What follows belongs to an exercise in optimizing a design on an open flow for small area; a production flow would make more cautious choices.
Where RTL was checked, it was by simulation tests only, not by an equivalence proof against the original.
Power figures rest on the tool's default switching activity, not on a simulated workload.

==> module system, before the edit <==
module system(output wire RsTx, input wire RsRx, input clk, input btnC);
    wire reset = btnC;
    reg  [7:0] rv;
    reg        lastb;
    reg  [7:0] rxd;
    wire new_input = (rv == 8'd161);
    wire rx_idle   = (rv == 8'd0) | new_input;
    wire rx_samp   = (rv[3:0] == 4'd0) & (rv[7:5] != 3'd0) & ~(rv[7] & rv[5]);
    always @(posedge clk) begin
        if (reset) begin
            rv <= 8'd0; lastb <= 1'b1;
        end else begin
            lastb <= RsRx;
            if (rx_idle & lastb & ~RsRx) rv <= 8'd8;
            else if (new_input)          rv <= 8'd0;
            else if (rv != 8'd0)         rv <= rv + 8'd1;
            if (rx_samp) rxd <= {RsRx, rxd[7:1]};
        end
    end
    reg  [7:0] u;
    reg  [7:0] txb;
    reg        txo, tsp;
    wire [7:0] tb = tsp ? 8'h20 : txb;
    assign RsTx = txo;
    wire sent = (u == 8'd0);
    wire issue;
    wire [7:0] ch;
    always @(posedge clk) begin
        if (reset) begin
            u <= 8'd0; txo <= 1'b1;
        end else begin
            if (issue)          u <= 8'd102;
            else if (u != 8'd0) u <= u + 8'd1;
            if (issue) begin txb <= ch; tsp <= (cnt == 6'd1); end
            else if (got & (st == GETR)) txb <= rxd;
            if (u == 8'd0) txo <= 1'b1;
            else if (u[3:0] == 4'hF) begin
                case (u[7:4])
                    4'd6:  txo <= 1'b0;
                    4'd7: txo <= tb[0];
                    4'd8: txo <= tb[1];
                    4'd9: txo <= tb[2];
                    4'd10: txo <= tb[3];
                    4'd11: txo <= tb[4];
                    4'd12: txo <= tb[5];
                    4'd13: txo <= tb[6];
                    4'd14: txo <= tb[7];
                    default: ;
                endcase
            end
        end
    end
    localparam GETR = 3'd0, GETD = 3'd1, REN = 3'd2, CALC = 3'd3, SEND = 3'd4, DLY = 3'd5;
    reg  [2:0]  st;
    reg  [5:0]  cnt;      
    reg  [1:0]  op;       
    reg  [15:0] A, B, R;  
    reg         s, err, pz;
    wire inget  = (st == GETR) | (st == GETD);
    wire got    = inget & new_input;
    wire is_cr  = (rxd == 8'h0D);
    wire is_bs  = (rxd == 8'h08);
    wire is_dig = (rxd[7:4] == 4'h3) & (rxd[3:0] <= 4'd9);
    wire echo   = (st == GETR) ? ~is_bs : is_dig;
    assign issue = (st == SEND) & (cnt[3:0] != 4'd0) & sent;
    wire pshift = issue & (cnt[5:4] == 2'd0) & (cnt[3:0] >= 4'd2) & (cnt[3:0] <= 4'd9);
    wire neg = s & (R != 16'd0);
    reg [7:0] lc;
    always @* begin
        case (cnt[3:0])
            4'd14: lc = err ? 8'h00 : 8'h0D;
            4'd13: lc = err ? 8'h0D : 8'h0A;
            4'd12: lc = err ? 8'h0A : (neg ? 8'h2D : 8'h2B);
            4'd11: lc = err ? 8'h4E : 8'h28;
            4'd10: lc = err ? 8'h2F : 8'h20;
            4'd9:  lc = err ? 8'h4E : {4'h3, R[15:12]};
            4'd8, 4'd7, 4'd6: lc = err ? 8'h20 : {4'h3, R[15:12]};
            4'd4:  lc = err ? 8'h20 : 8'h29;
            4'd2:  lc = 8'h3A;
            default: lc = 8'h20;
        endcase
    end
    assign ch = cnt[4] ? (cnt[5] ? {4'h3, B[3:0]} : txb) : lc;
    always @(posedge clk) begin
        if (reset) begin
            st <= CALC; cnt <= 6'd46;
        end else begin
            case (st)
                GETR, GETD: if (new_input) begin
                    if (is_cr) begin st <= CALC; cnt <= 6'd47; end
                    else begin st <= REN; cnt <= ~echo ? 6'd16 : (st == GETD) ? 6'd49 : 6'd17; end
                end
                REN:  st <= SEND;
                CALC: if (cnt == 6'd14) st <= SEND; else cnt <= cnt - 6'd1;
                SEND: if (cnt[3:0] == 4'd0) st <= cnt[4] ? GETD : GETR;
                      else if (sent) begin st <= DLY; cnt <= cnt - 6'd1; end
                DLY:  if (u == 8'd122) st <= SEND;
                default: st <= GETR;
            endcase
        end
        if (got & (st == GETR)) op <= (rxd == 8'h2F) ? 2'd3 : (rxd == 8'h2A) ? 2'd2 : (rxd == 8'h2D) ? 2'd1 : 2'd0;
    end
    function [3:0] c9(input [3:0] d, input c);
        c9 = {c ? ~(d[3] | d[2] | d[1]) : d[3], d[2] ^ (c & d[1]), d[1], d[0] ^ c};
    endfunction
    reg xc, yc;
    reg [15:0] sum;
    reg        cy, corr;
    reg [4:0]  t;
    integer k;
    always @* begin
        cy = xc | yc;
        for (k = 0; k < 4; k = k + 1) begin
            t    = c9(R[4*k +: 4], xc) + c9(B[4*k +: 4], yc) + cy;
            corr = t[4] | (t[3] & (t[2] | t[1]));
            sum[4*k +: 4] = t[3:0] + {1'b0, corr, corr, 1'b0};
            cy   = corr;
        end
    end
    localparam AI = 3'd0, AR = 3'd1, AP = 3'd2, AL = 3'd3, AZ = 3'd4;
    reg [2:0] as;
    reg [1:0] dc;
    wire enter_d = got & (st == GETD) & is_cr;
    wire enter_r = got & (st == GETR) & is_cr;
    wire Bz      = (B == 16'd0);
    wire magadd  = ~(op[0] ^ s);
    wire isdiv   = op[0];
    wire [15:0] Rrot = {R[11:0], A[15:12]};
    always @* begin
        xc = (as == AR);
        yc = (as == AL) ? isdiv : (as == AR) ? 1'b0 : ~magadd;
    end
    always @(posedge clk) begin
        if (reset) begin
            A <= 16'd0; B <= 16'd0; R <= 16'd0; s <= 1'b0; err <= 1'b0; pz <= 1'b1;
            as <= AI; dc <= 2'd0;
        end else begin
            if ((got & is_dig) | pshift) B <= {B[11:0], got ? rxd[3:0] : 4'd0};
            if (pshift) begin R <= Rrot; A <= {A[11:0], R[15:12]}; end
            if (enter_r) pz <= 1'b1;
            if (enter_d) begin
                pz <= Bz;
                if (~err) begin
                    if (~op[1]) begin
                        if (magadd) begin R <= sum; if (cy) err <= 1'b1; end
                        else if (cy) R <= sum;
                        else as <= AR;
                    end else if (isdiv & (pz | Bz)) err <= 1'b1;
                    else as <= AP;
                end
            end
            case (as)
                AR: begin R <= sum; s <= ~s; as <= AI; end
                AP: begin
                    R <= Rrot; A <= {A[11:0], R[15:12]};
                    if (cnt == (isdiv ? 6'd43 : 6'd44)) begin as <= AL; dc <= 2'd0; end
                end
                AL: begin
                    if (isdiv ? cy : (A[15:12] != 4'd0)) begin
                        R <= sum;
                        if (isdiv) A[3:0] <= A[3:0] + 4'd1;
                        else begin A[15:12] <= A[15:12] - 4'd1; if (cy) err <= 1'b1; end
                    end else if (dc == 2'd3) begin
                        as <= isdiv ? AZ : AI; dc <= 2'd0;
                    end else begin
                        R <= Rrot; A <= {A[11:0], R[15:12]}; dc <= dc + 2'd1;
                        if (R[15:12] != 4'd0) err <= 1'b1;
                    end
                end
                AZ: begin
                    R <= Rrot; A <= {A[11:0], 4'd0}; dc <= dc + 2'd1;
                    if (dc == 2'd3) as <= AI;
                end
                default: ;
            endcase
        end
    end
endmodule
==> flow/config.mk <==
export PLATFORM = sky130hd
export DESIGN_NAME = system
export DESIGN_NICKNAME = system
export VERILOG_FILES = /design/flow/design.v
export SDC_FILE = /design/flow/constraint.sdc
export NUM_CORES = 4
export LEC_CHECK = 0
export CAP_MARGIN = 20
export CORE_MARGIN = 2
export CORE_UTILIZATION = 40
export CTS_BUF_LIST = sky130_fd_sc_hd__clkbuf_8
export GPL_ROUTABILITY_DRIVEN = 0
export GPL_TIMING_DRIVEN = 0
export SLEW_MARGIN = 20
==> flow/constraint.sdc <==
create_clock -name core_clock -period 150.0 [get_ports {clk}]
set_input_delay 30.0000 -clock core_clock [delete_from_list [all_inputs] [get_ports {clk}]]
set_output_delay 30.0000 -clock core_clock [all_outputs]
set_load 0.01 [all_outputs]
standard.sh (not shown) runs the stock make flow with config.mk's settings and CLKGATE_MAP_FILE= SYNTH_SCRIPT=/design/flow/synth_recipe.tcl, a recipe that flattens the netlist after the stock synthesis.
==> flow/flow/run.sh <==
#!/bin/bash
set -euo pipefail
cd "$(dirname "$0")/.."
W=$PWD
sed "s|$W/synth_recipe.tcl|$W/flow/synth_area.tcl|g" standard.sh > flow/my_standard.sh
grep -q synth_area.tcl flow/my_standard.sh
export CTS_ARGS="-sink_clustering_enable -repair_clock_nets -buf_list sky130_fd_sc_hd__clkbuf_8 -dont_use_dummy_load"
bash flow/my_standard.sh finish > "$W/flow_make.log" 2>&1
==> flow/flow/abc_area.script <==
&get -n
&st
&syn2
&dch -f
&nf -a -R 1000
&put
mfs3 -ae
==> flow/flow/my_standard.sh <==
#!/bin/bash
# The standard flow's own layout of this design, on the ORFS make targets given (by default finish). After
# finish it leaves the final layout's DEF at /design/flow/out/final.def.
set -euo pipefail
make -C /OpenROAD-flow-scripts/flow DESIGN_CONFIG=/design/flow/config.mk WORK_HOME=/design/flow/orfs CLKGATE_MAP_FILE= SYNTH_SCRIPT=/design/flow/flow/synth_area.tcl CAP_MARGIN=20 CORE_MARGIN=2 CORE_UTILIZATION=40 CTS_BUF_LIST=sky130_fd_sc_hd__clkbuf_8 GPL_ROUTABILITY_DRIVEN=0 GPL_TIMING_DRIVEN=0 SLEW_MARGIN=20 "${@:-finish}"
if [[ -f /design/flow/orfs/results/sky130hd/system/base/6_final.odb ]]; then
  : # left out here: write the final layout as DEF
fi
==> flow/flow/synth_area.tcl <==
# The standard flow's synthesis (synth_recipe.tcl) with ABC mapping for area instead of delay
set ::area_dir [file dirname [file normalize [info script]]]
proc abc {args} {
  set j [lsearch -exact $args -script]
  if {$j >= 0} { set args [lreplace $args [expr {$j+1}] [expr {$j+1}] [file join $::area_dir abc_area.script]] }
  yosys abc {*}$args
}
source [file join [file dirname $::area_dir] synth_recipe.tcl]
Change:
--- a/flow/design.v
+++ b/flow/design.v
@@ -99,25 +99,27 @@
                 default: st <= GETR;
             endcase
         end
         if (got & (st == GETR)) op <= (rxd == 8'h2F) ? 2'd3 : (rxd == 8'h2A) ? 2'd2 : (rxd == 8'h2D) ? 2'd1 : 2'd0;
     end
-    function [3:0] c9(input [3:0] d, input c);
-        c9 = {c ? ~(d[3] | d[2] | d[1]) : d[3], d[2] ^ (c & d[1]), d[1], d[0] ^ c};
+    function [3:0] n9(input [3:0] d);
+        n9 = 4'd9 - d;
     endfunction
     reg xc, yc;
     reg [15:0] sum;
-    reg        cy, corr;
+    reg        cy;
     reg [4:0]  t;
+    reg [3:0]  xd, yd;
     integer k;
     always @* begin
         cy = xc | yc;
         for (k = 0; k < 4; k = k + 1) begin
-            t    = c9(R[4*k +: 4], xc) + c9(B[4*k +: 4], yc) + cy;
-            corr = t[4] | (t[3] & (t[2] | t[1]));
-            sum[4*k +: 4] = t[3:0] + {1'b0, corr, corr, 1'b0};
-            cy   = corr;
+            xd = xc ? n9(R[4*k +: 4]) : R[4*k +: 4];
+            yd = yc ? n9(B[4*k +: 4]) : B[4*k +: 4];
+            t  = xd + yd + cy;
+            if (t > 5'd9) begin sum[4*k +: 4] = t[3:0] + 4'd6; cy = 1'b1; end
+            else          begin sum[4*k +: 4] = t[3:0];        cy = 1'b0; end
         end
     end
     localparam AI = 3'd0, AR = 3'd1, AP = 3'd2, AL = 3'd3, AZ = 3'd4;
     reg [2:0] as;
     reg [1:0] dc;
The new run completed without violations.
Cell area came out lower by 5.4%.
Routed wire length falls by 15%.
Die area is lower by 4.4%.
Setup slack improves by 0.014 ns.
Utilization goes down by 0.42 points.
Non-clock buffer count falls by 2.
Clock power came out lower by about 3%.
First-iteration DRC count drops by 46%.
Cell count came out lower by 6.0%.
Hold slack improved by 0.025 ns.
The RTL of the first run of this note was laid out without a check of its function.

static timing again, ports no longer ideal:
The flow's constraints put no driver on any port. The routed layouts listed below were extracted and timed again, unchanged, in two steps.
Step 1 sets driving cells, clkbuf_16 on the clock port and buf_2 on the other inputs (assumed; they add their load-dependent delay and slew).
Step 2 times the ports against the registers' clock, not the clock port: input delays grow and output delays shrink by t, the midpoint of the rising clock arrivals with the driver on.
Three values: ideal, step 1, step 2; two values: the first two.
run | t, ns | setup WS [ns] | worst setup path at the end
the first run | 0.418 | 118.733 / 118.690 / 118.541 | input to register
the second run | 0.418 | 118.747 / 118.709 / 118.478 | input to register
After both steps every run listed still meets setup and hold. The setup slack of the second run, which loses most, moves by -0.038 ns with the drivers and by -0.269 ns with both steps.
